Source: an optimization exercise on an open RTL-to-GDS flow (aim: small area and a short achievable clock period). Production flows keep margins and buffers that such runs may drop. No functional check of the RTL was part of any run shown here. In every run shown here, the design's own scripts or RTL, not TritonCTS, make the clock network. The clock port is modelled as an ideal driver, which makes a skipped or thinned clock tree look cheaper than it is; a real chip needs a root buffer or a tree. Power and IR drop assume default switching activity.

## config.mk

```make
export PLATFORM = sky130hd
export DESIGN_NAME = alu_top
export DESIGN_NICKNAME = alu_top
export VERILOG_FILES = /design/flow/design.v
export SDC_FILE = /design/flow/constraint.sdc
export NUM_CORES = 4
export LEC_CHECK = 0
export CAP_MARGIN = 20
export CORE_MARGIN = 2
export CORE_UTILIZATION = 40
export SLEW_MARGIN = 20
export SYNTH_HIERARCHICAL = 1
```

## constraint.sdc

```tcl
create_clock -name core_clock -period 14.5 [get_ports {clk}]
set_input_delay 2.9000 -clock core_clock [delete_from_list [all_inputs] [get_ports {clk}]]
set_output_delay 2.9000 -clock core_clock [all_outputs]
set_load 0.01 [all_outputs]
```

## design.v

```verilog
module alu_top(clk, a, b, op, out, carry_out, over_flow, zero);
input clk;
input [31:0] a, b;
input [2:0] op;
output reg [31:0] out;
output reg carry_out, over_flow, zero;
reg [31:0] a_r, b_r;
reg [2:0] op_r;
wire [31:0] alu_out;
wire alu_carry_out, alu_over_flow, alu_zero;
ALU alu_core(a_r, b_r, op_r, alu_out, alu_carry_out, alu_over_flow, alu_zero);
always @(posedge clk) begin
	a_r <= a;
	b_r <= b;
	op_r <= op;
	out <= alu_out;
	carry_out <= alu_carry_out;
	over_flow <= alu_over_flow;
	zero <= alu_zero;
end
endmodule

module lf_aoi21(a, b, c, y);
input a, b, c;
output y;
assign y = ~((a & b) | c);
endmodule
module lf_inv(a, y);
input a;
output y;
assign y = ~a;
endmodule
module lf_mux2(s, a, b, y);
input s, a, b;
output y;
assign y = s ? b : a;
endmodule
module lf_mux2i(s, a, b, y);
input s, a, b;
output y;
assign y = ~(s ? b : a);
endmodule
module lf_nand2(a, b, y);
input a, b;
output y;
assign y = ~(a & b);
endmodule
module lf_nand4(a, b, c, d, y);
input a, b, c, d;
output y;
assign y = ~(a & b & c & d);
endmodule
module lf_nandn(a, b, y);
input a, b;
output y;
assign y = ~(~a & b);
endmodule
module lf_nor2(a, b, y);
input a, b;
output y;
assign y = ~(a | b);
endmodule
module lf_nor4(a, b, c, d, y);
input a, b, c, d;
output y;
assign y = ~(a | b | c | d);
endmodule
module lf_oai21(a, b, c, y);
input a, b, c;
output y;
assign y = ~((a | b) & c);
endmodule
module lf_oai22(a, b, c, d, y);
input a, b, c, d;
output y;
assign y = ~((a | b) & (c | d));
endmodule
module lf_xnor2(a, b, y);
input a, b;
output y;
assign y = ~(a ^ b);
endmodule
module lf_xor2(a, b, y);
input a, b;
output y;
assign y = a ^ b;
endmodule
module ALU(a, b, addr, out, carry_out, over_flow, zero);
input [31:0] a, b;
input [2:0] addr;
output [31:0] out;
output carry_out, over_flow, zero;
wire op3 = (addr == 3'd3);
wire bi  = (addr == 3'd1) | op3;             
wire inv = (addr == 3'd5) | (addr == 3'd6);  
wire ci  = bi | inv;                         
wire cin_n = ~ci;
wire epn = (addr == 3'd3) | (addr == 3'd4) | (addr == 3'd5);  
wire egn = ~addr[2];                                           
wire ec  = (addr == 3'd0) | (addr == 3'd1);
wire ecn = ~ec;
wire q_1;
wire q_2;
wire q_3;
wire q_4;
wire q_5;
wire q_6;
wire q_7;
wire q_8;
wire q_9;
wire q_10;
wire q_11;
wire q_12;
wire q_13;
wire q_14;
wire q_15;
wire q_16;
wire q_17;
wire q_18;
wire q_19;
wire q_20;
wire q_21;
wire q_22;
wire q_23;
wire q_24;
wire q_25;
wire q_26;
wire q_27;
wire q_28;
wire q_29;
wire q_30;
wire q_31;
wire q_32;
wire bin_33;
wire bin_34;
wire bin_35;
wire bin_36;
wire bin_37;
wire bin_38;
wire bin_39;
wire bin_40;
wire pn_41;
wire pn_42;
wire pn_43;
wire pn_44;
wire pn_45;
wire pn_46;
wire pn_47;
wire pn_48;
wire pn_49;
wire pn_50;
wire pn_51;
wire pn_52;
wire pn_53;
wire pn_54;
wire pn_55;
wire pn_56;
wire pn_57;
wire pn_58;
wire pn_59;
wire pn_60;
wire pn_61;
wire pn_62;
wire pn_63;
wire pn_64;
wire pn_65;
wire pn_66;
wire pn_67;
wire pn_68;
wire pn_69;
wire pn_70;
wire pn_71;
wire pn_72;
wire gn_73;
wire gn_74;
wire gn_75;
wire gn_76;
wire gn_77;
wire gn_78;
wire gn_79;
wire gn_80;
wire gn_81;
wire gn_82;
wire gn_83;
wire gn_84;
wire gn_85;
wire gn_86;
wire gn_87;
wire gn_88;
wire gn_89;
wire gn_90;
wire gn_91;
wire gn_92;
wire gn_93;
wire gn_94;
wire gn_95;
wire gn_96;
wire gn_97;
wire gn_98;
wire gn_99;
wire gn_100;
wire gn_101;
wire gn_102;
wire gn_103;
wire gn_104;
wire G_105;
wire G_106;
wire G_107;
wire P_108;
wire G_109;
wire P_110;
wire G_111;
wire P_112;
wire G_113;
wire P_114;
wire G_115;
wire P_116;
wire G_117;
wire P_118;
wire G_119;
wire P_120;
wire G_121;
wire P_122;
wire G_123;
wire P_124;
wire G_125;
wire P_126;
wire G_127;
wire P_128;
wire G_129;
wire P_130;
wire G_131;
wire P_132;
wire G_133;
wire P_134;
wire G_135;
wire P_136;
wire G_137;
wire G_138;
wire P_139;
wire G_140;
wire P_141;
wire G_142;
wire P_143;
wire G_144;
wire P_145;
wire G_146;
wire P_147;
wire G_148;
wire P_149;
wire G_150;
wire P_151;
wire G_152;
wire G_153;
wire P_154;
wire G_155;
wire P_156;
wire G_157;
wire P_158;
wire G_159;
wire G_160;
wire P_161;
wire G_162;
wire i_163;
wire G_164;
wire i_165;
wire G_166;
wire G_167;
wire G_168;
wire i_169;
wire G_170;
wire G_171;
wire G_172;
wire G_173;
wire G_174;
wire i_175;
wire G_176;
wire G_177;
wire i_178;
wire G_179;
wire G_180;
wire G_181;
wire G_182;
wire G_183;
wire i_184;
wire G_185;
wire G_186;
wire G_187;
wire G_188;
wire i_189;
wire G_190;
wire G_191;
wire G_192;
wire G_193;
wire i_194;
wire G_195;
wire G_196;
wire L_197;
wire L_198;
wire kn_199;
wire M_200;
wire L_201;
wire k_202;
wire M_203;
wire L_204;
wire M_205;
wire L_206;
wire M_207;
wire L_208;
wire M_209;
wire L_210;
wire M_211;
wire L_212;
wire M_213;
wire L_214;
wire M_215;
wire L_216;
wire M_217;
wire L_218;
wire M_219;
wire L_220;
wire M_221;
wire L_222;
wire M_223;
wire L_224;
wire M_225;
wire L_226;
wire M_227;
wire L_228;
wire M_229;
wire L_230;
wire kn_231;
wire M_232;
wire L_233;
wire k_234;
wire M_235;
wire L_236;
wire M_237;
wire L_238;
wire M_239;
wire L_240;
wire M_241;
wire L_242;
wire M_243;
wire L_244;
wire M_245;
wire L_246;
wire M_247;
wire L_248;
wire M_249;
wire L_250;
wire M_251;
wire L_252;
wire M_253;
wire L_254;
wire M_255;
wire L_256;
wire M_257;
wire L_258;
wire M_259;
wire L_260;
wire M_261;
wire L_262;
wire M_263;
wire z_264;
wire z_265;
wire z_266;
wire z_267;
wire z_268;
wire z_269;
wire z_270;
wire z_271;
wire z_272;
wire z_273;
wire mb0;
wire c31 = G_196;
wire c32 = G_162;
wire p31 = ~pn_72;
wire k1 = (op3 & ~p31) | inv;
wire k0 = (op3 & p31) | inv;
wire m1 = (ec & ci) | k1;
wire m0 = (ec & ci) | k0;
assign carry_out = c32 ^ inv;
assign over_flow = c31 ^ c32;
  lf_xnor2 u0 (.a(a[0]), .b(b[0]), .y(q_1));
  lf_xnor2 u1 (.a(a[1]), .b(b[1]), .y(q_2));
  lf_xnor2 u2 (.a(a[2]), .b(b[2]), .y(q_3));
  lf_xnor2 u3 (.a(a[3]), .b(b[3]), .y(q_4));
  lf_xnor2 u4 (.a(a[4]), .b(b[4]), .y(q_5));
  lf_xnor2 u5 (.a(a[5]), .b(b[5]), .y(q_6));
  lf_xnor2 u6 (.a(a[6]), .b(b[6]), .y(q_7));
  lf_xnor2 u7 (.a(a[7]), .b(b[7]), .y(q_8));
  lf_xnor2 u8 (.a(a[8]), .b(b[8]), .y(q_9));
  lf_xnor2 u9 (.a(a[9]), .b(b[9]), .y(q_10));
  lf_xnor2 u10 (.a(a[10]), .b(b[10]), .y(q_11));
  lf_xnor2 u11 (.a(a[11]), .b(b[11]), .y(q_12));
  lf_xnor2 u12 (.a(a[12]), .b(b[12]), .y(q_13));
  lf_xnor2 u13 (.a(a[13]), .b(b[13]), .y(q_14));
  lf_xnor2 u14 (.a(a[14]), .b(b[14]), .y(q_15));
  lf_xnor2 u15 (.a(a[15]), .b(b[15]), .y(q_16));
  lf_xnor2 u16 (.a(a[16]), .b(b[16]), .y(q_17));
  lf_xnor2 u17 (.a(a[17]), .b(b[17]), .y(q_18));
  lf_xnor2 u18 (.a(a[18]), .b(b[18]), .y(q_19));
  lf_xnor2 u19 (.a(a[19]), .b(b[19]), .y(q_20));
  lf_xnor2 u20 (.a(a[20]), .b(b[20]), .y(q_21));
  lf_xnor2 u21 (.a(a[21]), .b(b[21]), .y(q_22));
  lf_xnor2 u22 (.a(a[22]), .b(b[22]), .y(q_23));
  lf_xnor2 u23 (.a(a[23]), .b(b[23]), .y(q_24));
  lf_xnor2 u24 (.a(a[24]), .b(b[24]), .y(q_25));
  lf_xnor2 u25 (.a(a[25]), .b(b[25]), .y(q_26));
  lf_xnor2 u26 (.a(a[26]), .b(b[26]), .y(q_27));
  lf_xnor2 u27 (.a(a[27]), .b(b[27]), .y(q_28));
  lf_xnor2 u28 (.a(a[28]), .b(b[28]), .y(q_29));
  lf_xnor2 u29 (.a(a[29]), .b(b[29]), .y(q_30));
  lf_xnor2 u30 (.a(a[30]), .b(b[30]), .y(q_31));
  lf_xnor2 u31 (.a(a[31]), .b(b[31]), .y(q_32));
  lf_nandn u32 (.a(addr[2]), .b(addr[0]), .y(bin_33));
  lf_nandn u33 (.a(addr[2]), .b(addr[0]), .y(bin_34));
  lf_nandn u34 (.a(addr[2]), .b(addr[0]), .y(bin_35));
  lf_nandn u35 (.a(addr[2]), .b(addr[0]), .y(bin_36));
  lf_nandn u36 (.a(addr[2]), .b(addr[0]), .y(bin_37));
  lf_nandn u37 (.a(addr[2]), .b(addr[0]), .y(bin_38));
  lf_nandn u38 (.a(addr[2]), .b(addr[0]), .y(bin_39));
  lf_nandn u39 (.a(addr[2]), .b(addr[0]), .y(bin_40));
  lf_xnor2 u40 (.a(q_1), .b(bin_33), .y(pn_41));
  lf_xnor2 u41 (.a(q_2), .b(bin_33), .y(pn_42));
  lf_xnor2 u42 (.a(q_3), .b(bin_33), .y(pn_43));
  lf_xnor2 u43 (.a(q_4), .b(bin_33), .y(pn_44));
  lf_xnor2 u44 (.a(q_5), .b(bin_34), .y(pn_45));
  lf_xnor2 u45 (.a(q_6), .b(bin_34), .y(pn_46));
  lf_xnor2 u46 (.a(q_7), .b(bin_34), .y(pn_47));
  lf_xnor2 u47 (.a(q_8), .b(bin_34), .y(pn_48));
  lf_xnor2 u48 (.a(q_9), .b(bin_35), .y(pn_49));
  lf_xnor2 u49 (.a(q_10), .b(bin_35), .y(pn_50));
  lf_xnor2 u50 (.a(q_11), .b(bin_35), .y(pn_51));
  lf_xnor2 u51 (.a(q_12), .b(bin_35), .y(pn_52));
  lf_xnor2 u52 (.a(q_13), .b(bin_36), .y(pn_53));
  lf_xnor2 u53 (.a(q_14), .b(bin_36), .y(pn_54));
  lf_xnor2 u54 (.a(q_15), .b(bin_36), .y(pn_55));
  lf_xnor2 u55 (.a(q_16), .b(bin_36), .y(pn_56));
  lf_xnor2 u56 (.a(q_17), .b(bin_37), .y(pn_57));
  lf_xnor2 u57 (.a(q_18), .b(bin_37), .y(pn_58));
  lf_xnor2 u58 (.a(q_19), .b(bin_37), .y(pn_59));
  lf_xnor2 u59 (.a(q_20), .b(bin_37), .y(pn_60));
  lf_xnor2 u60 (.a(q_21), .b(bin_38), .y(pn_61));
  lf_xnor2 u61 (.a(q_22), .b(bin_38), .y(pn_62));
  lf_xnor2 u62 (.a(q_23), .b(bin_38), .y(pn_63));
  lf_xnor2 u63 (.a(q_24), .b(bin_38), .y(pn_64));
  lf_xnor2 u64 (.a(q_25), .b(bin_39), .y(pn_65));
  lf_xnor2 u65 (.a(q_26), .b(bin_39), .y(pn_66));
  lf_xnor2 u66 (.a(q_27), .b(bin_39), .y(pn_67));
  lf_xnor2 u67 (.a(q_28), .b(bin_39), .y(pn_68));
  lf_xnor2 u68 (.a(q_29), .b(bin_40), .y(pn_69));
  lf_xnor2 u69 (.a(q_30), .b(bin_40), .y(pn_70));
  lf_xnor2 u70 (.a(q_31), .b(bin_40), .y(pn_71));
  lf_xnor2 u71 (.a(q_32), .b(bin_40), .y(pn_72));
  lf_nand2 u72 (.a(a[0]), .b(pn_41), .y(gn_73));
  lf_nand2 u73 (.a(a[1]), .b(pn_42), .y(gn_74));
  lf_nand2 u74 (.a(a[2]), .b(pn_43), .y(gn_75));
  lf_nand2 u75 (.a(a[3]), .b(pn_44), .y(gn_76));
  lf_nand2 u76 (.a(a[4]), .b(pn_45), .y(gn_77));
  lf_nand2 u77 (.a(a[5]), .b(pn_46), .y(gn_78));
  lf_nand2 u78 (.a(a[6]), .b(pn_47), .y(gn_79));
  lf_nand2 u79 (.a(a[7]), .b(pn_48), .y(gn_80));
  lf_nand2 u80 (.a(a[8]), .b(pn_49), .y(gn_81));
  lf_nand2 u81 (.a(a[9]), .b(pn_50), .y(gn_82));
  lf_nand2 u82 (.a(a[10]), .b(pn_51), .y(gn_83));
  lf_nand2 u83 (.a(a[11]), .b(pn_52), .y(gn_84));
  lf_nand2 u84 (.a(a[12]), .b(pn_53), .y(gn_85));
  lf_nand2 u85 (.a(a[13]), .b(pn_54), .y(gn_86));
  lf_nand2 u86 (.a(a[14]), .b(pn_55), .y(gn_87));
  lf_nand2 u87 (.a(a[15]), .b(pn_56), .y(gn_88));
  lf_nand2 u88 (.a(a[16]), .b(pn_57), .y(gn_89));
  lf_nand2 u89 (.a(a[17]), .b(pn_58), .y(gn_90));
  lf_nand2 u90 (.a(a[18]), .b(pn_59), .y(gn_91));
  lf_nand2 u91 (.a(a[19]), .b(pn_60), .y(gn_92));
  lf_nand2 u92 (.a(a[20]), .b(pn_61), .y(gn_93));
  lf_nand2 u93 (.a(a[21]), .b(pn_62), .y(gn_94));
  lf_nand2 u94 (.a(a[22]), .b(pn_63), .y(gn_95));
  lf_nand2 u95 (.a(a[23]), .b(pn_64), .y(gn_96));
  lf_nand2 u96 (.a(a[24]), .b(pn_65), .y(gn_97));
  lf_nand2 u97 (.a(a[25]), .b(pn_66), .y(gn_98));
  lf_nand2 u98 (.a(a[26]), .b(pn_67), .y(gn_99));
  lf_nand2 u99 (.a(a[27]), .b(pn_68), .y(gn_100));
  lf_nand2 u100 (.a(a[28]), .b(pn_69), .y(gn_101));
  lf_nand2 u101 (.a(a[29]), .b(pn_70), .y(gn_102));
  lf_nand2 u102 (.a(a[30]), .b(pn_71), .y(gn_103));
  lf_nand2 u103 (.a(a[31]), .b(pn_72), .y(gn_104));
  lf_mux2i u104 (.s(pn_41), .a(ci), .b(a[0]), .y(G_105));
  lf_oai21 u105 (.a(pn_42), .b(G_105), .c(gn_74), .y(G_106));
  lf_oai21 u106 (.a(pn_44), .b(gn_75), .c(gn_76), .y(G_107));
  lf_nor2 u107 (.a(pn_44), .b(pn_43), .y(P_108));
  lf_oai21 u108 (.a(pn_46), .b(gn_77), .c(gn_78), .y(G_109));
  lf_nor2 u109 (.a(pn_46), .b(pn_45), .y(P_110));
  lf_oai21 u110 (.a(pn_48), .b(gn_79), .c(gn_80), .y(G_111));
  lf_nor2 u111 (.a(pn_48), .b(pn_47), .y(P_112));
  lf_oai21 u112 (.a(pn_50), .b(gn_81), .c(gn_82), .y(G_113));
  lf_nor2 u113 (.a(pn_50), .b(pn_49), .y(P_114));
  lf_oai21 u114 (.a(pn_52), .b(gn_83), .c(gn_84), .y(G_115));
  lf_nor2 u115 (.a(pn_52), .b(pn_51), .y(P_116));
  lf_oai21 u116 (.a(pn_54), .b(gn_85), .c(gn_86), .y(G_117));
  lf_nor2 u117 (.a(pn_54), .b(pn_53), .y(P_118));
  lf_oai21 u118 (.a(pn_56), .b(gn_87), .c(gn_88), .y(G_119));
  lf_nor2 u119 (.a(pn_56), .b(pn_55), .y(P_120));
  lf_oai21 u120 (.a(pn_58), .b(gn_89), .c(gn_90), .y(G_121));
  lf_nor2 u121 (.a(pn_58), .b(pn_57), .y(P_122));
  lf_oai21 u122 (.a(pn_60), .b(gn_91), .c(gn_92), .y(G_123));
  lf_nor2 u123 (.a(pn_60), .b(pn_59), .y(P_124));
  lf_oai21 u124 (.a(pn_62), .b(gn_93), .c(gn_94), .y(G_125));
  lf_nor2 u125 (.a(pn_62), .b(pn_61), .y(P_126));
  lf_oai21 u126 (.a(pn_64), .b(gn_95), .c(gn_96), .y(G_127));
  lf_nor2 u127 (.a(pn_64), .b(pn_63), .y(P_128));
  lf_oai21 u128 (.a(pn_66), .b(gn_97), .c(gn_98), .y(G_129));
  lf_nor2 u129 (.a(pn_66), .b(pn_65), .y(P_130));
  lf_oai21 u130 (.a(pn_68), .b(gn_99), .c(gn_100), .y(G_131));
  lf_nor2 u131 (.a(pn_68), .b(pn_67), .y(P_132));
  lf_oai21 u132 (.a(pn_70), .b(gn_101), .c(gn_102), .y(G_133));
  lf_nor2 u133 (.a(pn_70), .b(pn_69), .y(P_134));
  lf_oai21 u134 (.a(pn_72), .b(gn_103), .c(gn_104), .y(G_135));
  lf_nor2 u135 (.a(pn_72), .b(pn_71), .y(P_136));
  lf_aoi21 u136 (.a(P_108), .b(G_106), .c(G_107), .y(G_137));
  lf_aoi21 u137 (.a(P_112), .b(G_109), .c(G_111), .y(G_138));
  lf_nand2 u138 (.a(P_112), .b(P_110), .y(P_139));
  lf_aoi21 u139 (.a(P_116), .b(G_113), .c(G_115), .y(G_140));
  lf_nand2 u140 (.a(P_116), .b(P_114), .y(P_141));
  lf_aoi21 u141 (.a(P_120), .b(G_117), .c(G_119), .y(G_142));
  lf_nand2 u142 (.a(P_120), .b(P_118), .y(P_143));
  lf_aoi21 u143 (.a(P_124), .b(G_121), .c(G_123), .y(G_144));
  lf_nand2 u144 (.a(P_124), .b(P_122), .y(P_145));
  lf_aoi21 u145 (.a(P_128), .b(G_125), .c(G_127), .y(G_146));
  lf_nand2 u146 (.a(P_128), .b(P_126), .y(P_147));
  lf_aoi21 u147 (.a(P_132), .b(G_129), .c(G_131), .y(G_148));
  lf_nand2 u148 (.a(P_132), .b(P_130), .y(P_149));
  lf_aoi21 u149 (.a(P_136), .b(G_133), .c(G_135), .y(G_150));
  lf_nand2 u150 (.a(P_136), .b(P_134), .y(P_151));
  lf_oai21 u151 (.a(P_139), .b(G_137), .c(G_138), .y(G_152));
  lf_oai21 u152 (.a(P_143), .b(G_140), .c(G_142), .y(G_153));
  lf_nor2 u153 (.a(P_143), .b(P_141), .y(P_154));
  lf_oai21 u154 (.a(P_147), .b(G_144), .c(G_146), .y(G_155));
  lf_nor2 u155 (.a(P_147), .b(P_145), .y(P_156));
  lf_oai21 u156 (.a(P_151), .b(G_148), .c(G_150), .y(G_157));
  lf_nor2 u157 (.a(P_151), .b(P_149), .y(P_158));
  lf_aoi21 u158 (.a(P_154), .b(G_152), .c(G_153), .y(G_159));
  lf_aoi21 u159 (.a(P_158), .b(G_155), .c(G_157), .y(G_160));
  lf_nand2 u160 (.a(P_158), .b(P_156), .y(P_161));
  lf_oai21 u161 (.a(P_161), .b(G_159), .c(G_160), .y(G_162));
  lf_inv u162 (.a(G_159), .y(i_163));
  lf_aoi21 u163 (.a(P_156), .b(i_163), .c(G_155), .y(G_164));
  lf_inv u164 (.a(G_152), .y(i_165));
  lf_oai21 u165 (.a(P_141), .b(i_165), .c(G_140), .y(G_166));
  lf_oai21 u166 (.a(P_145), .b(G_159), .c(G_144), .y(G_167));
  lf_oai21 u167 (.a(P_149), .b(G_164), .c(G_148), .y(G_168));
  lf_inv u168 (.a(G_137), .y(i_169));
  lf_aoi21 u169 (.a(P_110), .b(i_169), .c(G_109), .y(G_170));
  lf_aoi21 u170 (.a(P_114), .b(G_152), .c(G_113), .y(G_171));
  lf_aoi21 u171 (.a(P_118), .b(G_166), .c(G_117), .y(G_172));
  lf_aoi21 u172 (.a(P_122), .b(i_163), .c(G_121), .y(G_173));
  lf_aoi21 u173 (.a(P_126), .b(G_167), .c(G_125), .y(G_174));
  lf_inv u174 (.a(G_164), .y(i_175));
  lf_aoi21 u175 (.a(P_130), .b(i_175), .c(G_129), .y(G_176));
  lf_aoi21 u176 (.a(P_134), .b(G_168), .c(G_133), .y(G_177));
  lf_inv u177 (.a(G_106), .y(i_178));
  lf_oai21 u178 (.a(pn_43), .b(i_178), .c(gn_75), .y(G_179));
  lf_oai21 u179 (.a(pn_45), .b(G_137), .c(gn_77), .y(G_180));
  lf_oai21 u180 (.a(pn_47), .b(G_170), .c(gn_79), .y(G_181));
  lf_oai21 u181 (.a(pn_49), .b(i_165), .c(gn_81), .y(G_182));
  lf_oai21 u182 (.a(pn_51), .b(G_171), .c(gn_83), .y(G_183));
  lf_inv u183 (.a(G_166), .y(i_184));
  lf_oai21 u184 (.a(pn_53), .b(i_184), .c(gn_85), .y(G_185));
  lf_oai21 u185 (.a(pn_55), .b(G_172), .c(gn_87), .y(G_186));
  lf_oai21 u186 (.a(pn_57), .b(G_159), .c(gn_89), .y(G_187));
  lf_oai21 u187 (.a(pn_59), .b(G_173), .c(gn_91), .y(G_188));
  lf_inv u188 (.a(G_167), .y(i_189));
  lf_oai21 u189 (.a(pn_61), .b(i_189), .c(gn_93), .y(G_190));
  lf_oai21 u190 (.a(pn_63), .b(G_174), .c(gn_95), .y(G_191));
  lf_oai21 u191 (.a(pn_65), .b(G_164), .c(gn_97), .y(G_192));
  lf_oai21 u192 (.a(pn_67), .b(G_176), .c(gn_99), .y(G_193));
  lf_inv u193 (.a(G_168), .y(i_194));
  lf_oai21 u194 (.a(pn_69), .b(i_194), .c(gn_101), .y(G_195));
  lf_oai21 u195 (.a(pn_71), .b(G_177), .c(gn_103), .y(G_196));
  lf_oai22 u196 (.a(pn_41), .b(epn), .c(gn_73), .d(egn), .y(L_197));
  lf_xor2 u197 (.a(L_197), .b(mb0), .y(out[0]));
  lf_oai22 u198 (.a(pn_42), .b(epn), .c(gn_74), .d(egn), .y(L_198));
  lf_mux2i u199 (.s(G_162), .a(k0), .b(k1), .y(kn_199));
  lf_oai21 u200 (.a(G_105), .b(ecn), .c(kn_199), .y(M_200));
  lf_xor2 u201 (.a(L_198), .b(M_200), .y(out[1]));
  lf_oai22 u202 (.a(pn_43), .b(epn), .c(gn_75), .d(egn), .y(L_201));
  lf_mux2 u203 (.s(G_162), .a(k0), .b(k1), .y(k_202));
  lf_aoi21 u204 (.a(G_106), .b(ec), .c(k_202), .y(M_203));
  lf_xnor2 u205 (.a(L_201), .b(M_203), .y(out[2]));
  lf_oai22 u206 (.a(pn_44), .b(epn), .c(gn_76), .d(egn), .y(L_204));
  lf_aoi21 u207 (.a(G_179), .b(ec), .c(k_202), .y(M_205));
  lf_xnor2 u208 (.a(L_204), .b(M_205), .y(out[3]));
  lf_oai22 u209 (.a(pn_45), .b(epn), .c(gn_77), .d(egn), .y(L_206));
  lf_oai21 u210 (.a(G_137), .b(ecn), .c(kn_199), .y(M_207));
  lf_xor2 u211 (.a(L_206), .b(M_207), .y(out[4]));
  lf_oai22 u212 (.a(pn_46), .b(epn), .c(gn_78), .d(egn), .y(L_208));
  lf_aoi21 u213 (.a(G_180), .b(ec), .c(k_202), .y(M_209));
  lf_xnor2 u214 (.a(L_208), .b(M_209), .y(out[5]));
  lf_oai22 u215 (.a(pn_47), .b(epn), .c(gn_79), .d(egn), .y(L_210));
  lf_oai21 u216 (.a(G_170), .b(ecn), .c(kn_199), .y(M_211));
  lf_xor2 u217 (.a(L_210), .b(M_211), .y(out[6]));
  lf_oai22 u218 (.a(pn_48), .b(epn), .c(gn_80), .d(egn), .y(L_212));
  lf_aoi21 u219 (.a(G_181), .b(ec), .c(k_202), .y(M_213));
  lf_xnor2 u220 (.a(L_212), .b(M_213), .y(out[7]));
  lf_oai22 u221 (.a(pn_49), .b(epn), .c(gn_81), .d(egn), .y(L_214));
  lf_aoi21 u222 (.a(G_152), .b(ec), .c(k_202), .y(M_215));
  lf_xnor2 u223 (.a(L_214), .b(M_215), .y(out[8]));
  lf_oai22 u224 (.a(pn_50), .b(epn), .c(gn_82), .d(egn), .y(L_216));
  lf_aoi21 u225 (.a(G_182), .b(ec), .c(k_202), .y(M_217));
  lf_xnor2 u226 (.a(L_216), .b(M_217), .y(out[9]));
  lf_oai22 u227 (.a(pn_51), .b(epn), .c(gn_83), .d(egn), .y(L_218));
  lf_oai21 u228 (.a(G_171), .b(ecn), .c(kn_199), .y(M_219));
  lf_xor2 u229 (.a(L_218), .b(M_219), .y(out[10]));
  lf_oai22 u230 (.a(pn_52), .b(epn), .c(gn_84), .d(egn), .y(L_220));
  lf_aoi21 u231 (.a(G_183), .b(ec), .c(k_202), .y(M_221));
  lf_xnor2 u232 (.a(L_220), .b(M_221), .y(out[11]));
  lf_oai22 u233 (.a(pn_53), .b(epn), .c(gn_85), .d(egn), .y(L_222));
  lf_aoi21 u234 (.a(G_166), .b(ec), .c(k_202), .y(M_223));
  lf_xnor2 u235 (.a(L_222), .b(M_223), .y(out[12]));
  lf_oai22 u236 (.a(pn_54), .b(epn), .c(gn_86), .d(egn), .y(L_224));
  lf_aoi21 u237 (.a(G_185), .b(ec), .c(k_202), .y(M_225));
  lf_xnor2 u238 (.a(L_224), .b(M_225), .y(out[13]));
  lf_oai22 u239 (.a(pn_55), .b(epn), .c(gn_87), .d(egn), .y(L_226));
  lf_oai21 u240 (.a(G_172), .b(ecn), .c(kn_199), .y(M_227));
  lf_xor2 u241 (.a(L_226), .b(M_227), .y(out[14]));
  lf_oai22 u242 (.a(pn_56), .b(epn), .c(gn_88), .d(egn), .y(L_228));
  lf_aoi21 u243 (.a(G_186), .b(ec), .c(k_202), .y(M_229));
  lf_xnor2 u244 (.a(L_228), .b(M_229), .y(out[15]));
  lf_oai22 u245 (.a(pn_57), .b(epn), .c(gn_89), .d(egn), .y(L_230));
  lf_mux2i u246 (.s(G_162), .a(k0), .b(k1), .y(kn_231));
  lf_oai21 u247 (.a(G_159), .b(ecn), .c(kn_231), .y(M_232));
  lf_xor2 u248 (.a(L_230), .b(M_232), .y(out[16]));
  lf_oai22 u249 (.a(pn_58), .b(epn), .c(gn_90), .d(egn), .y(L_233));
  lf_mux2 u250 (.s(G_162), .a(k0), .b(k1), .y(k_234));
  lf_aoi21 u251 (.a(G_187), .b(ec), .c(k_234), .y(M_235));
  lf_xnor2 u252 (.a(L_233), .b(M_235), .y(out[17]));
  lf_oai22 u253 (.a(pn_59), .b(epn), .c(gn_91), .d(egn), .y(L_236));
  lf_oai21 u254 (.a(G_173), .b(ecn), .c(kn_231), .y(M_237));
  lf_xor2 u255 (.a(L_236), .b(M_237), .y(out[18]));
  lf_oai22 u256 (.a(pn_60), .b(epn), .c(gn_92), .d(egn), .y(L_238));
  lf_aoi21 u257 (.a(G_188), .b(ec), .c(k_234), .y(M_239));
  lf_xnor2 u258 (.a(L_238), .b(M_239), .y(out[19]));
  lf_oai22 u259 (.a(pn_61), .b(epn), .c(gn_93), .d(egn), .y(L_240));
  lf_aoi21 u260 (.a(G_167), .b(ec), .c(k_234), .y(M_241));
  lf_xnor2 u261 (.a(L_240), .b(M_241), .y(out[20]));
  lf_oai22 u262 (.a(pn_62), .b(epn), .c(gn_94), .d(egn), .y(L_242));
  lf_aoi21 u263 (.a(G_190), .b(ec), .c(k_234), .y(M_243));
  lf_xnor2 u264 (.a(L_242), .b(M_243), .y(out[21]));
  lf_oai22 u265 (.a(pn_63), .b(epn), .c(gn_95), .d(egn), .y(L_244));
  lf_oai21 u266 (.a(G_174), .b(ecn), .c(kn_231), .y(M_245));
  lf_xor2 u267 (.a(L_244), .b(M_245), .y(out[22]));
  lf_oai22 u268 (.a(pn_64), .b(epn), .c(gn_96), .d(egn), .y(L_246));
  lf_aoi21 u269 (.a(G_191), .b(ec), .c(k_234), .y(M_247));
  lf_xnor2 u270 (.a(L_246), .b(M_247), .y(out[23]));
  lf_oai22 u271 (.a(pn_65), .b(epn), .c(gn_97), .d(egn), .y(L_248));
  lf_oai21 u272 (.a(G_164), .b(ecn), .c(kn_231), .y(M_249));
  lf_xor2 u273 (.a(L_248), .b(M_249), .y(out[24]));
  lf_oai22 u274 (.a(pn_66), .b(epn), .c(gn_98), .d(egn), .y(L_250));
  lf_aoi21 u275 (.a(G_192), .b(ec), .c(k_234), .y(M_251));
  lf_xnor2 u276 (.a(L_250), .b(M_251), .y(out[25]));
  lf_oai22 u277 (.a(pn_67), .b(epn), .c(gn_99), .d(egn), .y(L_252));
  lf_oai21 u278 (.a(G_176), .b(ecn), .c(kn_231), .y(M_253));
  lf_xor2 u279 (.a(L_252), .b(M_253), .y(out[26]));
  lf_oai22 u280 (.a(pn_68), .b(epn), .c(gn_100), .d(egn), .y(L_254));
  lf_aoi21 u281 (.a(G_193), .b(ec), .c(k_234), .y(M_255));
  lf_xnor2 u282 (.a(L_254), .b(M_255), .y(out[27]));
  lf_oai22 u283 (.a(pn_69), .b(epn), .c(gn_101), .d(egn), .y(L_256));
  lf_aoi21 u284 (.a(G_168), .b(ec), .c(k_234), .y(M_257));
  lf_xnor2 u285 (.a(L_256), .b(M_257), .y(out[28]));
  lf_oai22 u286 (.a(pn_70), .b(epn), .c(gn_102), .d(egn), .y(L_258));
  lf_aoi21 u287 (.a(G_195), .b(ec), .c(k_234), .y(M_259));
  lf_xnor2 u288 (.a(L_258), .b(M_259), .y(out[29]));
  lf_oai22 u289 (.a(pn_71), .b(epn), .c(gn_103), .d(egn), .y(L_260));
  lf_oai21 u290 (.a(G_177), .b(ecn), .c(kn_231), .y(M_261));
  lf_xor2 u291 (.a(L_260), .b(M_261), .y(out[30]));
  lf_oai22 u292 (.a(pn_72), .b(epn), .c(gn_104), .d(egn), .y(L_262));
  lf_aoi21 u293 (.a(G_196), .b(ec), .c(k_234), .y(M_263));
  lf_xnor2 u294 (.a(L_262), .b(M_263), .y(out[31]));
  lf_nor4 u295 (.a(out[0]), .b(out[1]), .c(out[2]), .d(out[3]), .y(z_264));
  lf_nor4 u296 (.a(out[4]), .b(out[5]), .c(out[6]), .d(out[7]), .y(z_265));
  lf_nor4 u297 (.a(out[8]), .b(out[9]), .c(out[10]), .d(out[11]), .y(z_266));
  lf_nor4 u298 (.a(out[12]), .b(out[13]), .c(out[14]), .d(out[15]), .y(z_267));
  lf_nor4 u299 (.a(out[16]), .b(out[17]), .c(out[18]), .d(out[19]), .y(z_268));
  lf_nor4 u300 (.a(out[20]), .b(out[21]), .c(out[22]), .d(out[23]), .y(z_269));
  lf_nor4 u301 (.a(out[24]), .b(out[25]), .c(out[26]), .d(out[27]), .y(z_270));
  lf_nor4 u302 (.a(out[28]), .b(out[29]), .c(out[30]), .d(out[31]), .y(z_271));
  lf_nand4 u303 (.a(z_264), .b(z_265), .c(z_266), .d(z_267), .y(z_272));
  lf_nand4 u304 (.a(z_268), .b(z_269), .c(z_270), .d(z_271), .y(z_273));
  lf_nor2 u305 (.a(z_272), .b(z_273), .y(zero));
lf_mux2 um (.s(c32), .a(m0), .b(m1), .y(mb0));   
endmodule
```

## flow/run.sh

```bash
#!/bin/bash
# The standard layout (standard.sh) with these changes to how it is made:
#  - the port buffers are sky130 buf_1 rather than the resizer's default pick;
#  - before floorplanning every combinational cell is set to drive strength 1
#    (flow/downsize.tcl), so only the resizer's timing repair sizes cells up;
#  - the timing repair aims at a setup slack margin of SETUP_MARGIN ns;
#  - the clock port drives MCTS_K buffers that each drive the flip-flops of
#    one region (flow/cts_hook.tcl), instead of TritonCTS's two-level tree.
# Each tool's output goes to ORFS's own per-step logs under orfs/logs; make's
# output goes to standard.log.
export BUFFER_PORTS_ARGS="-buffer_cell sky130_fd_sc_hd__buf_1"
export SETUP_SLACK_MARGIN=${SETUP_MARGIN:-10.8}
export PRE_FLOORPLAN_TCL=$PWD/flow/downsize.tcl
export MCTS_K=${MCTS_K:-4}
export MCTS_CELL=${MCTS_CELL:-sky130_fd_sc_hd__buf_12}
export PRE_CTS_TCL=$PWD/flow/cts_hook.tcl
bash standard.sh > standard.log 2>&1
```

## flow/cts_hook.tcl

```tcl
# Clock distribution with one level of buffers: the clock port drives
# K buffer cells, each driving the flip-flops of one region of the
# core (the flip-flops split into K groups of equal size by position).
proc manual_cts {K {cell sky130_fd_sc_hd__clkbuf_16}} {
  set block [ord::get_db_block]
  set clknet [$block findNet clk]
  set master [[ord::get_db] findMaster $cell]
  set sinks {}
  foreach it [$clknet getITerms] {
    set inst [$it getInst]
    set xy [$inst getLocation]
    lappend sinks [list $it [lindex $xy 0] [lindex $xy 1]]
  }
  # split along the longer side of the sinks' bounding box
  set xs [lsort -integer [lmap s $sinks {lindex $s 1}]]
  set ys [lsort -integer [lmap s $sinks {lindex $s 2}]]
  set idx [expr {([lindex $xs end] - [lindex $xs 0]) >= ([lindex $ys end] - [lindex $ys 0]) ? 1 : 2}]
  set sinks [lsort -integer -index $idx $sinks]
  set n [llength $sinks]
  for {set g 0} {$g < $K} {incr g} {
    set lo [expr {$g * $n / $K}]
    set hi [expr {($g + 1) * $n / $K - 1}]
    set grp [lrange $sinks $lo $hi]
    set inst [odb::dbInst_create $block $master "clkbuf_m_$g"]
    set net [odb::dbNet_create $block "clk_m_$g"]
    $net setSigType CLOCK
    [$inst findITerm A] connect $clknet
    [$inst findITerm X] connect $net
    set sx 0; set sy 0
    foreach s $grp {
      set it [lindex $s 0]
      $it disconnect
      $it connect $net
      incr sx [lindex $s 1]; incr sy [lindex $s 2]
    }
    set m [llength $grp]
    $inst setLocation [expr {$sx / $m}] [expr {$sy / $m}]
    $inst setPlacementStatus PLACED
  }
}

# Used as the PRE_CTS hook of the standard flow: build the one-level clock
# distribution here, then let cts.tcl go on (detailed placement, timing
# repair) with TritonCTS's own tree building turned into a no-op.
manual_cts $::env(MCTS_K) $::env(MCTS_CELL)
set_propagated_clock [all_clocks]
rename clock_tree_synthesis tritoncts_clock_tree_synthesis
proc clock_tree_synthesis {args} {
  puts "cts_hook.tcl: clock_tree_synthesis skipped (one-level clock buffers built in the PRE_CTS hook)"
}
```

## flow/downsize.tcl

```tcl
# Start placement from the smallest drive of every combinational cell that
# synthesis sized up; the timing repair later in the flow sizes up again only
# the cells on paths that need it. Flip-flops are left as synthesis made them.
set db [ord::get_db]
set n 0
foreach inst [[ord::get_db_block] getInsts] {
  set m [[$inst getMaster] getName]
  if {[regexp {^(sky130_fd_sc_hd__([a-z0-9]+))_([0-9]+)$} $m -> base kind sz] && $sz > 1
      && ![string match df* $kind] && ![string match sdf* $kind] && ![string match dl* $kind]} {
    set nm [$db findMaster ${base}_1]
    if {$nm ne "NULL"} {
      $inst swapMaster $nm
      incr n
    }
  }
}
puts "downsize.tcl: $n cells set to drive strength 1"
```

## standard.sh

```bash
#!/bin/bash
# synth_recipe.tcl (not shown) runs the flow's synth.tcl, then flattens the netlist and writes it again
# the make line also repeats each setting of config.mk as NAME=value (left out here)
make -C /OpenROAD-flow-scripts/flow DESIGN_CONFIG=/design/flow/config.mk WORK_HOME=/design/flow/orfs CLKGATE_MAP_FILE= SYNTH_SCRIPT=/design/flow/synth_recipe.tcl "${@:-finish}"
```

==> impl_metrics.yaml, run 1 <==
critical_path:
  slowest_delay_ns: 0.41
  timing.rr.start: "op_r[2]"
  rr_worst_depth: 15
  cp_data_arrival_time_ns: 3.67
  crit_type: "reg -> reg"
  worst_path_most_repeated_cell: "o21ai_4"
  slowest_stage: "dfxtp_4"
  cpLargestDelayFamily: "compound AO/OA/AOI/OAI gates"
  crit_required_ns: 14.57
  worst-path-max-fanout: 15
  r2r_slack_ns: 10.90
  worst-path-buf-inv: 1
  r2r-end: "zero"
  path_cells: "nand2b_4 > xnor2_4 > mux2i_1 > o21ai_1 > a21oi_2 > o21ai_4 > a21oi_4 > o21ai_4 > buf_12 > mux2_4 > a21oi_1 > xnor2_1 > nor4_2 > nand4_1 > nor2_1"
  worstSetupStartpointType: "flip-flop"
  endpoint_kind: "flip-flop"
final_layout:
  nNetsFinal: 613
  layout_commonest_cell: "buf_1"
  fin_area_um2: 5010
  final_cell_mix: "buf_1, dfxtp_1, xnor2_1"
  n_antenna_cell: 0
  filler_cell_count: 982
  drive_above_1_share_pct: 8.29
yosys:
  syn_inst: 429
  ys_warn_count: 7
  syn_nets: 497
min_path:
  holdPathEnd: "carry_out"
  hold_path_class: "reg -> reg"
  min_path_cells: 2
  min_from: "op_r[2]"
grt:
  grt_pass1_wl_um: 14800
  grtUsageMet2_pct: 27.9
  grt_use_met1_pct: 21.6
  busiest_layer: "met2"
  antenna_found_initial: 0
  met3_usage_pct: 1.06
  grt_pass1_vias: 3215
  grt_use_total_pct: 15.7
  grt.overflow.total: 0
  grt_start_max_net_pins: 34
floorplanning:
  io_pins: 103
  num_rows: 36
  fp.coreArea_um2: 9820
  die_h_um: 105
  initial_core_util_pct: 41.5
  die-area_um2: 11000
  die_x_um: 105
power_and_ir_drop:
  vdd_drop_max_mv: 0.0702
  power_per_cell_area_nw_per_um2: 141
  leakage_nw: 1.82
timing:
  fmax_mhz: 278
  fin_tns_setup_ns: 0
  rsz0062_at_grt: "false"
  slew_headroom_pct: 44.3
  fin_crit_sh_pct: 24.8
  tightest_slew_ns: 0.829
  hold_viol: 0
  final.min_clock_period_ns: 3.60
  skew_ns: 0.0153
  maxSlewViolCount: 0
  setup_viol: 0
  hold_slack_ns: 0.661
clock_network:
  clk_pin_slew_ns: 0.11
  clkLatencyLatePin_ns: 0.14
placement:
  gp_congestion: 0.871
  dpl.hpwl_um: 6920
  port_buffers: 102
  placed_area_um2: 4630
flow_run:
  drv_cap: 0
outcome:
  status: "finished clean"
detailed_routing:
  drt-wirelength-per-cell_um: 13.7
  drc: 0
  vias_per_cell: 5.01
  vias: 3390
  dr.pass1.iters: 5
  drt_iter0_markers: 159
  routed_wl_um: 9280
  ant_nets: 0
metrics by stage:
stage	util, %	worst slack, ns	total power, mW	cells
2_1_floorplan	-	11.00	0.502	429
3_3_place_gp	47.1	9.99	0.568	664
3_5_place_dp	47.1	9.72	0.570	664
4_1_cts	48.8	10.82	0.690	671
5_1_grt	51.0	10.73	0.746	676
6_report	51.0	10.90	0.707	676
worst reg2reg max path: stages, from the launching register on:
cell and delay [ns]:
dfxtp_4 0.41, nand2b_4 0.21, xnor2_4 0.21, mux2i_1 0.25, o21ai_1 0.16, a21oi_2 0.30, o21ai_4 0.13, a21oi_4 0.25
o21ai_4 0.10, buf_12 0.15, mux2_4 0.36, a21oi_1 0.16, xnor2_1 0.13, nor4_2 0.37, nand4_1 0.20, nor2_1 0.13
flip-flops by register name, indices dropped and copies added (netlist names):
name,flops
zero,1
carry_out,1
b_r,32
a_r,32
out,32
over_flow,1
op_r,3
power breakdown:
group	internal (mW)	switching, mW	leakage, nW
clock	0.0450	0.0699	0.0376
combinational	0.0983	0.147	0.918
sequential	0.328	0.0180	0.861
total	0.472	0.235	1.82
per-layer routing:
| metal | wire [um] | up-vias |
|---|---|---|
| met5 | 0 | - |
| met4 | 102 | 0 |
| met3 | 501 | 10 |
| met2 | 4420 | 119 |
| met1 | 4260 | 1554 |
| li1 | - | 1707 |
how the worst max path moves through the flow:
| stage | startpoint | end | slack [ns] | cells past startpoint |
|---|---|---|---|---|
| 6_report | op_r[2] | zero | 10.90 | 15 |
| 5_1_grt | op_r[2] | zero | 10.73 | 17 |
| 4_1_cts | op_r[2] | zero | 10.82 | 14 |
| 3_3_place_gp | op_r[0] | zero | 9.99 | 14 |
| 2_1_floorplan | op_r[2] | zero | 11.00 | 14 |
| 3_5_place_dp | op_r[0] | zero | 9.72 | 14 |
timing repair:
item                                    CTS  global route
setup buffers                             3             5
hold buffers                              0             0
endpoints found under the setup margin   34             1
gates resized for setup                  16            27
pin swaps                                 2             4
layout make-up:
| class | instances | area [um2] | share of cell area (%) |
|---|---|---|---|
| flip-flops and latches | 102 | 2050 | 40.9 |
| well taps | 133 | 166 | 3.32 |
| repair buffers | 111 | 463 | 9.24 |
| multi-input cells | 316 | 2210 | 44.1 |
| plain buffers | 4 | 80.1 | 1.60 |
| inverters | 10 | 41.3 | 0.824 |
==> run 2, diff against run 1 <==
--- a/design.v
+++ b/design.v
@@ -20,6 +20,11 @@
 end
 endmodule
 
+module lf_and2(a, b, y);
+input a, b;
+output y;
+assign y = a & b;
+endmodule
 module lf_aoi21(a, b, c, y);
 input a, b, c;
 output y;
@@ -60,11 +65,6 @@
 output y;
 assign y = ~(a | b);
 endmodule
-module lf_nor4(a, b, c, d, y);
-input a, b, c, d;
-output y;
-assign y = ~(a | b | c | d);
-endmodule
 module lf_oai21(a, b, c, y);
 input a, b, c;
 output y;
@@ -329,10 +329,10 @@
 wire L_228;
 wire M_229;
 wire L_230;
-wire kn_231;
-wire M_232;
-wire L_233;
-wire k_234;
+wire M_231;
+wire L_232;
+wire M_233;
+wire L_234;
 wire M_235;
 wire L_236;
 wire M_237;
@@ -360,8 +360,8 @@
 wire M_259;
 wire L_260;
 wire M_261;
-wire L_262;
-wire M_263;
+wire z_262;
+wire z_263;
 wire z_264;
 wire z_265;
 wire z_266;
@@ -372,6 +372,16 @@
 wire z_271;
 wire z_272;
 wire z_273;
+wire z_274;
+wire z_275;
+wire z_276;
+wire z_277;
+wire z_278;
+wire z_279;
+wire z_280;
+wire z_281;
+wire z_282;
+wire z_283;
 wire mb0;
 wire c31 = G_196;
 wire c32 = G_162;
@@ -628,65 +638,75 @@
   lf_aoi21 u243 (.a(G_186), .b(ec), .c(k_202), .y(M_229));
   lf_xnor2 u244 (.a(L_228), .b(M_229), .y(out[15]));
   lf_oai22 u245 (.a(pn_57), .b(epn), .c(gn_89), .d(egn), .y(L_230));
-  lf_mux2i u246 (.s(G_162), .a(k0), .b(k1), .y(kn_231));
-  lf_oai21 u247 (.a(G_159), .b(ecn), .c(kn_231), .y(M_232));
-  lf_xor2 u248 (.a(L_230), .b(M_232), .y(out[16]));
-  lf_oai22 u249 (.a(pn_58), .b(epn), .c(gn_90), .d(egn), .y(L_233));
-  lf_mux2 u250 (.s(G_162), .a(k0), .b(k1), .y(k_234));
-  lf_aoi21 u251 (.a(G_187), .b(ec), .c(k_234), .y(M_235));
-  lf_xnor2 u252 (.a(L_233), .b(M_235), .y(out[17]));
-  lf_oai22 u253 (.a(pn_59), .b(epn), .c(gn_91), .d(egn), .y(L_236));
-  lf_oai21 u254 (.a(G_173), .b(ecn), .c(kn_231), .y(M_237));
-  lf_xor2 u255 (.a(L_236), .b(M_237), .y(out[18]));
-  lf_oai22 u256 (.a(pn_60), .b(epn), .c(gn_92), .d(egn), .y(L_238));
-  lf_aoi21 u257 (.a(G_188), .b(ec), .c(k_234), .y(M_239));
-  lf_xnor2 u258 (.a(L_238), .b(M_239), .y(out[19]));
-  lf_oai22 u259 (.a(pn_61), .b(epn), .c(gn_93), .d(egn), .y(L_240));
-  lf_aoi21 u260 (.a(G_167), .b(ec), .c(k_234), .y(M_241));
-  lf_xnor2 u261 (.a(L_240), .b(M_241), .y(out[20]));
-  lf_oai22 u262 (.a(pn_62), .b(epn), .c(gn_94), .d(egn), .y(L_242));
-  lf_aoi21 u263 (.a(G_190), .b(ec), .c(k_234), .y(M_243));
-  lf_xnor2 u264 (.a(L_242), .b(M_243), .y(out[21]));
-  lf_oai22 u265 (.a(pn_63), .b(epn), .c(gn_95), .d(egn), .y(L_244));
-  lf_oai21 u266 (.a(G_174), .b(ecn), .c(kn_231), .y(M_245));
-  lf_xor2 u267 (.a(L_244), .b(M_245), .y(out[22]));
-  lf_oai22 u268 (.a(pn_64), .b(epn), .c(gn_96), .d(egn), .y(L_246));
-  lf_aoi21 u269 (.a(G_191), .b(ec), .c(k_234), .y(M_247));
-  lf_xnor2 u270 (.a(L_246), .b(M_247), .y(out[23]));
-  lf_oai22 u271 (.a(pn_65), .b(epn), .c(gn_97), .d(egn), .y(L_248));
-  lf_oai21 u272 (.a(G_164), .b(ecn), .c(kn_231), .y(M_249));
-  lf_xor2 u273 (.a(L_248), .b(M_249), .y(out[24]));
-  lf_oai22 u274 (.a(pn_66), .b(epn), .c(gn_98), .d(egn), .y(L_250));
-  lf_aoi21 u275 (.a(G_192), .b(ec), .c(k_234), .y(M_251));
-  lf_xnor2 u276 (.a(L_250), .b(M_251), .y(out[25]));
-  lf_oai22 u277 (.a(pn_67), .b(epn), .c(gn_99), .d(egn), .y(L_252));
-  lf_oai21 u278 (.a(G_176), .b(ecn), .c(kn_231), .y(M_253));
-  lf_xor2 u279 (.a(L_252), .b(M_253), .y(out[26]));
-  lf_oai22 u280 (.a(pn_68), .b(epn), .c(gn_100), .d(egn), .y(L_254));
-  lf_aoi21 u281 (.a(G_193), .b(ec), .c(k_234), .y(M_255));
-  lf_xnor2 u282 (.a(L_254), .b(M_255), .y(out[27]));
-  lf_oai22 u283 (.a(pn_69), .b(epn), .c(gn_101), .d(egn), .y(L_256));
-  lf_aoi21 u284 (.a(G_168), .b(ec), .c(k_234), .y(M_257));
-  lf_xnor2 u285 (.a(L_256), .b(M_257), .y(out[28]));
-  lf_oai22 u286 (.a(pn_70), .b(epn), .c(gn_102), .d(egn), .y(L_258));
-  lf_aoi21 u287 (.a(G_195), .b(ec), .c(k_234), .y(M_259));
-  lf_xnor2 u288 (.a(L_258), .b(M_259), .y(out[29]));
-  lf_oai22 u289 (.a(pn_71), .b(epn), .c(gn_103), .d(egn), .y(L_260));
-  lf_oai21 u290 (.a(G_177), .b(ecn), .c(kn_231), .y(M_261));
-  lf_xor2 u291 (.a(L_260), .b(M_261), .y(out[30]));
-  lf_oai22 u292 (.a(pn_72), .b(epn), .c(gn_104), .d(egn), .y(L_262));
-  lf_aoi21 u293 (.a(G_196), .b(ec), .c(k_234), .y(M_263));
-  lf_xnor2 u294 (.a(L_262), .b(M_263), .y(out[31]));
-  lf_nor4 u295 (.a(out[0]), .b(out[1]), .c(out[2]), .d(out[3]), .y(z_264));
-  lf_nor4 u296 (.a(out[4]), .b(out[5]), .c(out[6]), .d(out[7]), .y(z_265));
-  lf_nor4 u297 (.a(out[8]), .b(out[9]), .c(out[10]), .d(out[11]), .y(z_266));
-  lf_nor4 u298 (.a(out[12]), .b(out[13]), .c(out[14]), .d(out[15]), .y(z_267));
-  lf_nor4 u299 (.a(out[16]), .b(out[17]), .c(out[18]), .d(out[19]), .y(z_268));
-  lf_nor4 u300 (.a(out[20]), .b(out[21]), .c(out[22]), .d(out[23]), .y(z_269));
-  lf_nor4 u301 (.a(out[24]), .b(out[25]), .c(out[26]), .d(out[27]), .y(z_270));
-  lf_nor4 u302 (.a(out[28]), .b(out[29]), .c(out[30]), .d(out[31]), .y(z_271));
-  lf_nand4 u303 (.a(z_264), .b(z_265), .c(z_266), .d(z_267), .y(z_272));
-  lf_nand4 u304 (.a(z_268), .b(z_269), .c(z_270), .d(z_271), .y(z_273));
-  lf_nor2 u305 (.a(z_272), .b(z_273), .y(zero));
+  lf_oai21 u246 (.a(G_159), .b(ecn), .c(kn_199), .y(M_231));
+  lf_xor2 u247 (.a(L_230), .b(M_231), .y(out[16]));
+  lf_oai22 u248 (.a(pn_58), .b(epn), .c(gn_90), .d(egn), .y(L_232));
+  lf_aoi21 u249 (.a(G_187), .b(ec), .c(k_202), .y(M_233));
+  lf_xnor2 u250 (.a(L_232), .b(M_233), .y(out[17]));
+  lf_oai22 u251 (.a(pn_59), .b(epn), .c(gn_91), .d(egn), .y(L_234));
+  lf_oai21 u252 (.a(G_173), .b(ecn), .c(kn_199), .y(M_235));
+  lf_xor2 u253 (.a(L_234), .b(M_235), .y(out[18]));
+  lf_oai22 u254 (.a(pn_60), .b(epn), .c(gn_92), .d(egn), .y(L_236));
+  lf_aoi21 u255 (.a(G_188), .b(ec), .c(k_202), .y(M_237));
+  lf_xnor2 u256 (.a(L_236), .b(M_237), .y(out[19]));
+  lf_oai22 u257 (.a(pn_61), .b(epn), .c(gn_93), .d(egn), .y(L_238));
+  lf_aoi21 u258 (.a(G_167), .b(ec), .c(k_202), .y(M_239));
+  lf_xnor2 u259 (.a(L_238), .b(M_239), .y(out[20]));
+  lf_oai22 u260 (.a(pn_62), .b(epn), .c(gn_94), .d(egn), .y(L_240));
+  lf_aoi21 u261 (.a(G_190), .b(ec), .c(k_202), .y(M_241));
+  lf_xnor2 u262 (.a(L_240), .b(M_241), .y(out[21]));
+  lf_oai22 u263 (.a(pn_63), .b(epn), .c(gn_95), .d(egn), .y(L_242));
+  lf_oai21 u264 (.a(G_174), .b(ecn), .c(kn_199), .y(M_243));
+  lf_xor2 u265 (.a(L_242), .b(M_243), .y(out[22]));
+  lf_oai22 u266 (.a(pn_64), .b(epn), .c(gn_96), .d(egn), .y(L_244));
+  lf_aoi21 u267 (.a(G_191), .b(ec), .c(k_202), .y(M_245));
+  lf_xnor2 u268 (.a(L_244), .b(M_245), .y(out[23]));
+  lf_oai22 u269 (.a(pn_65), .b(epn), .c(gn_97), .d(egn), .y(L_246));
+  lf_oai21 u270 (.a(G_164), .b(ecn), .c(kn_199), .y(M_247));
+  lf_xor2 u271 (.a(L_246), .b(M_247), .y(out[24]));
+  lf_oai22 u272 (.a(pn_66), .b(epn), .c(gn_98), .d(egn), .y(L_248));
+  lf_aoi21 u273 (.a(G_192), .b(ec), .c(k_202), .y(M_249));
+  lf_xnor2 u274 (.a(L_248), .b(M_249), .y(out[25]));
+  lf_oai22 u275 (.a(pn_67), .b(epn), .c(gn_99), .d(egn), .y(L_250));
+  lf_oai21 u276 (.a(G_176), .b(ecn), .c(kn_199), .y(M_251));
+  lf_xor2 u277 (.a(L_250), .b(M_251), .y(out[26]));
+  lf_oai22 u278 (.a(pn_68), .b(epn), .c(gn_100), .d(egn), .y(L_252));
+  lf_aoi21 u279 (.a(G_193), .b(ec), .c(k_202), .y(M_253));
+  lf_xnor2 u280 (.a(L_252), .b(M_253), .y(out[27]));
+  lf_oai22 u281 (.a(pn_69), .b(epn), .c(gn_101), .d(egn), .y(L_254));
+  lf_aoi21 u282 (.a(G_168), .b(ec), .c(k_202), .y(M_255));
+  lf_xnor2 u283 (.a(L_254), .b(M_255), .y(out[28]));
+  lf_oai22 u284 (.a(pn_70), .b(epn), .c(gn_102), .d(egn), .y(L_256));
+  lf_aoi21 u285 (.a(G_195), .b(ec), .c(k_202), .y(M_257));
+  lf_xnor2 u286 (.a(L_256), .b(M_257), .y(out[29]));
+  lf_oai22 u287 (.a(pn_71), .b(epn), .c(gn_103), .d(egn), .y(L_258));
+  lf_oai21 u288 (.a(G_177), .b(ecn), .c(kn_199), .y(M_259));
+  lf_xor2 u289 (.a(L_258), .b(M_259), .y(out[30]));
+  lf_oai22 u290 (.a(pn_72), .b(epn), .c(gn_104), .d(egn), .y(L_260));
+  lf_aoi21 u291 (.a(G_196), .b(ec), .c(k_202), .y(M_261));
+  lf_xnor2 u292 (.a(L_260), .b(M_261), .y(out[31]));
+  lf_nor2 u293 (.a(out[0]), .b(out[1]), .y(z_262));
+  lf_nor2 u294 (.a(out[2]), .b(out[3]), .y(z_263));
+  lf_nor2 u295 (.a(out[4]), .b(out[5]), .y(z_264));
+  lf_nor2 u296 (.a(out[6]), .b(out[7]), .y(z_265));
+  lf_nor2 u297 (.a(out[8]), .b(out[9]), .y(z_266));
+  lf_nor2 u298 (.a(out[10]), .b(out[11]), .y(z_267));
+  lf_nor2 u299 (.a(out[12]), .b(out[13]), .y(z_268));
+  lf_nor2 u300 (.a(out[14]), .b(out[15]), .y(z_269));
+  lf_nor2 u301 (.a(out[16]), .b(out[17]), .y(z_270));
+  lf_nor2 u302 (.a(out[18]), .b(out[19]), .y(z_271));
+  lf_nor2 u303 (.a(out[20]), .b(out[21]), .y(z_272));
+  lf_nor2 u304 (.a(out[22]), .b(out[23]), .y(z_273));
+  lf_nor2 u305 (.a(out[24]), .b(out[25]), .y(z_274));
+  lf_nor2 u306 (.a(out[26]), .b(out[27]), .y(z_275));
+  lf_nor2 u307 (.a(out[28]), .b(out[29]), .y(z_276));
+  lf_nor2 u308 (.a(out[30]), .b(out[31]), .y(z_277));
+  lf_nand4 u309 (.a(z_262), .b(z_263), .c(z_264), .d(z_265), .y(z_278));
+  lf_nand4 u310 (.a(z_266), .b(z_267), .c(z_268), .d(z_269), .y(z_279));
+  lf_nand4 u311 (.a(z_270), .b(z_271), .c(z_272), .d(z_273), .y(z_280));
+  lf_nand4 u312 (.a(z_274), .b(z_275), .c(z_276), .d(z_277), .y(z_281));
+  lf_nor2 u313 (.a(z_278), .b(z_279), .y(z_282));
+  lf_nor2 u314 (.a(z_280), .b(z_281), .y(z_283));
+  lf_and2 u315 (.a(z_282), .b(z_283), .y(zero));
 lf_mux2 um (.s(c32), .a(m0), .b(m1), .y(mb0));   
 endmodule
--- a/flow/run.sh
+++ b/flow/run.sh
@@ -9,7 +9,7 @@
 # Each tool's output goes to ORFS's own per-step logs under orfs/logs; make's
 # output goes to standard.log.
 export BUFFER_PORTS_ARGS="-buffer_cell sky130_fd_sc_hd__buf_1"
-export SETUP_SLACK_MARGIN=${SETUP_MARGIN:-10.8}
+export SETUP_SLACK_MARGIN=${SETUP_MARGIN:-10.7}
 export PRE_FLOORPLAN_TCL=$PWD/flow/downsize.tcl
 export MCTS_K=${MCTS_K:-4}
 export MCTS_CELL=${MCTS_CELL:-sky130_fd_sc_hd__buf_12}
==> run 2 against run 1 <==
Effect of this change: still clean; final area fell by 2.8%; critical path depth is 14 lower; clock power about the same; cell count grew 1.2%; core utilization shrank 1.4 points; via count fell by 1.3%; routed wire length down 3.5%; global-route usage down 0.18 points; flip-flop and latch count is the same; worst hold slack improved by 0.020 ns; power fell by 2.1%; setup slack gained 0.053 ns; critical endpoint is now out[15].
==> impl_metrics.yaml, run 2 <==
placement:
  gp_congestion: 0.871
  port_buffers: 102
  dpl.hpwl_um: 6660
  pre_cts_ws_ns: 9.90
clock_network:
  hold_buffers: 0
  clkLatencyLatePin_ns: 0.13
  clk_pin_slew_ns: 0.10
power_and_ir_drop:
  power.share.sequential_pct: 50.2
  sw_frac_of_total_pct: 32.8
  p_comb_share_pct: 33.5
  power_per_cell_area_nw_per_um2: 142
  vdd_drop_max_mv: 0.0549
  leakage_nw: 1.78
  clkPwrFrac_pct: 16.3
  p_int_mw: 0.465
  power.switching_mw: 0.227
timing:
  final.min_clock_period_ns: 3.54
  rsz0062_at_grt: "false"
  fmax_mhz: 282
  maxSlewViolCount: 0
  fin_tns_setup_ns: 0
  setup_viol: 0
  fin_ws_ns: 10.96
  slew_headroom_pct: 36.4
  skew_ns: 0.00787
  tightest_slew_ns: 0.935
  fin_crit_sh_pct: 24.4
  hold_viol: 0
detailed_routing:
  vias: 3345
  drt_iter0_markers: 140
  drt-wirelength-per-cell_um: 13.1
  drc: 0
  routed_wl_um: 8960
  dr.pass1.iters: 4
  ant_nets: 0
  vias_per_cell: 4.89
critical_path:
  worst-path-max-fanout: 1
  endpoint_kind: "output pin"
  worst-path-buf-inv: 1
  cp_data_arrival_time_ns: 0.64
  crit_required_ns: 11.60
  cpLargestDelayFamily: "flip-flops"
  slowest_delay_ns: 0.35
  slowest_stage: "dfxtp_1"
  worstSetupStartpointType: "flip-flop"
  crit_type: "reg -> out"
  path_cells: "buf_1"
grt:
  grt_use_total_pct: 15.6
  busiest_layer: "met2"
  grt.overflow.total: 0
  grt_pass1_wl_um: 14600
  grtUsageMet2_pct: 25.8
  grt_start_max_net_pins: 34
  met3_usage_pct: 1.31
  grt_use_met1_pct: 22.4
  grt_pass1_vias: 3110
  antenna_found_initial: 0
final_layout:
  regArea_um2: 2050
  final_cell_mix: "buf_1, dfxtp_1, xnor2_1"
  drive_above_1_share_pct: 4.72
  largestRegisters: "a_r: 32 flops, b_r: 32 flops, out: 32 flops"
  layout_commonest_cell: "buf_1"
  n_antenna_cell: 0
  filler_cell_count: 971
  nNetsFinal: 621
  multi_input_area_um2: 2080
  fin_util_pct: 49.6
yosys:
  ys_warn_count: 7
  syn_inst: 439
  syn_nets: 507
min_path:
  hold_path_class: "reg -> reg"
floorplanning:
  die_x_um: 105
  num_rows: 36
  die_h_um: 105
  io_pins: 103
  initial_core_util_pct: 41.6
  fp.coreArea_um2: 9820
  die-area_um2: 11000
flow_run:
  drv_cap: 0
outcome:
  status: "finished clean"
[run 2: timing repair]
item                                    CTS  global route
buffers inserted                          1             4
pin swaps                                 1             3
resized for setup                        13             7
endpoints found under the setup margin   32             1
gates cloned                              0             0
hold endpoints to repair                  0             0
[run 2: per-stage QoR]
step	cells	hold WS, ns	area, um2	total power [mW]
floorplan	439	0.594	4080	0.505
global placement	674	0.654	4640	0.572
detailed placement	674	0.664	4640	0.574
CTS	679	0.682	4780	0.691
global route	684	0.711	4870	0.736
finish	684	0.681	4870	0.692
[run 2: path summary, 6_finish.rpt]
check                           startpoint  slack [ns]  endpoint  cells past startpoint
worst min-delay path               a_r[21]        0.68   out[21]                      3
worst max-delay path               out[15]       10.96   out[15]                      1
worst max register to register     op_r[0]       10.97      zero                     15
worst min register to register     a_r[21]        0.68   out[21]                      3
[run 2: power groups by stage]
stage	registers (mW)	logic [mW]	clock network, mW
finish	0.347	0.232	0.113
global route	0.351	0.258	0.128
CTS	0.347	0.226	0.117
detailed placement	0.354	0.220	0
global placement	0.354	0.218	0
floorplan	0.370	0.135	0
[run 2: final cells by class]
class | instances | share of cell area [%]
tap | 133 | 3.42
buffer | 4 | 1.64
inverter | 10 | 0.771
multi-input combinational | 326 | 42.7
sequential | 102 | 42.1
timing repair buffer | 109 | 9.35
[run 2: per-layer routing]
metal,vias to the layer above,share of wire (%)
met5,-,0
met4,0,1.4
met3,9,4.7
met2,93,46
met1,1519,48
li1,1724,-

## re-timing with driven ports
The flow's constraints put no driver on any port. The routed layouts listed below were extracted and timed again, unchanged, in two steps. Step 1 sets driving cells, clkbuf_16 on the clock port and buf_2 on the other inputs (assumed; they add their load-dependent delay and slew). Step 2 also shifts input and output timing later by t, the mid clock arrival at the registers, as if the neighbouring blocks saw the same clock. Three values: no drivers, after step 1, after step 2; two values: the first two.
run | shift t [ns] | setup WS [ns] | worst setup path after step 2
run 1 | 0.211 | 10.903 / 10.876 / 10.903 | register to register
run 2 | 0.207 | 10.956 / 10.879 / 10.967 | register to register
After both steps setup and hold are still met in every run listed.
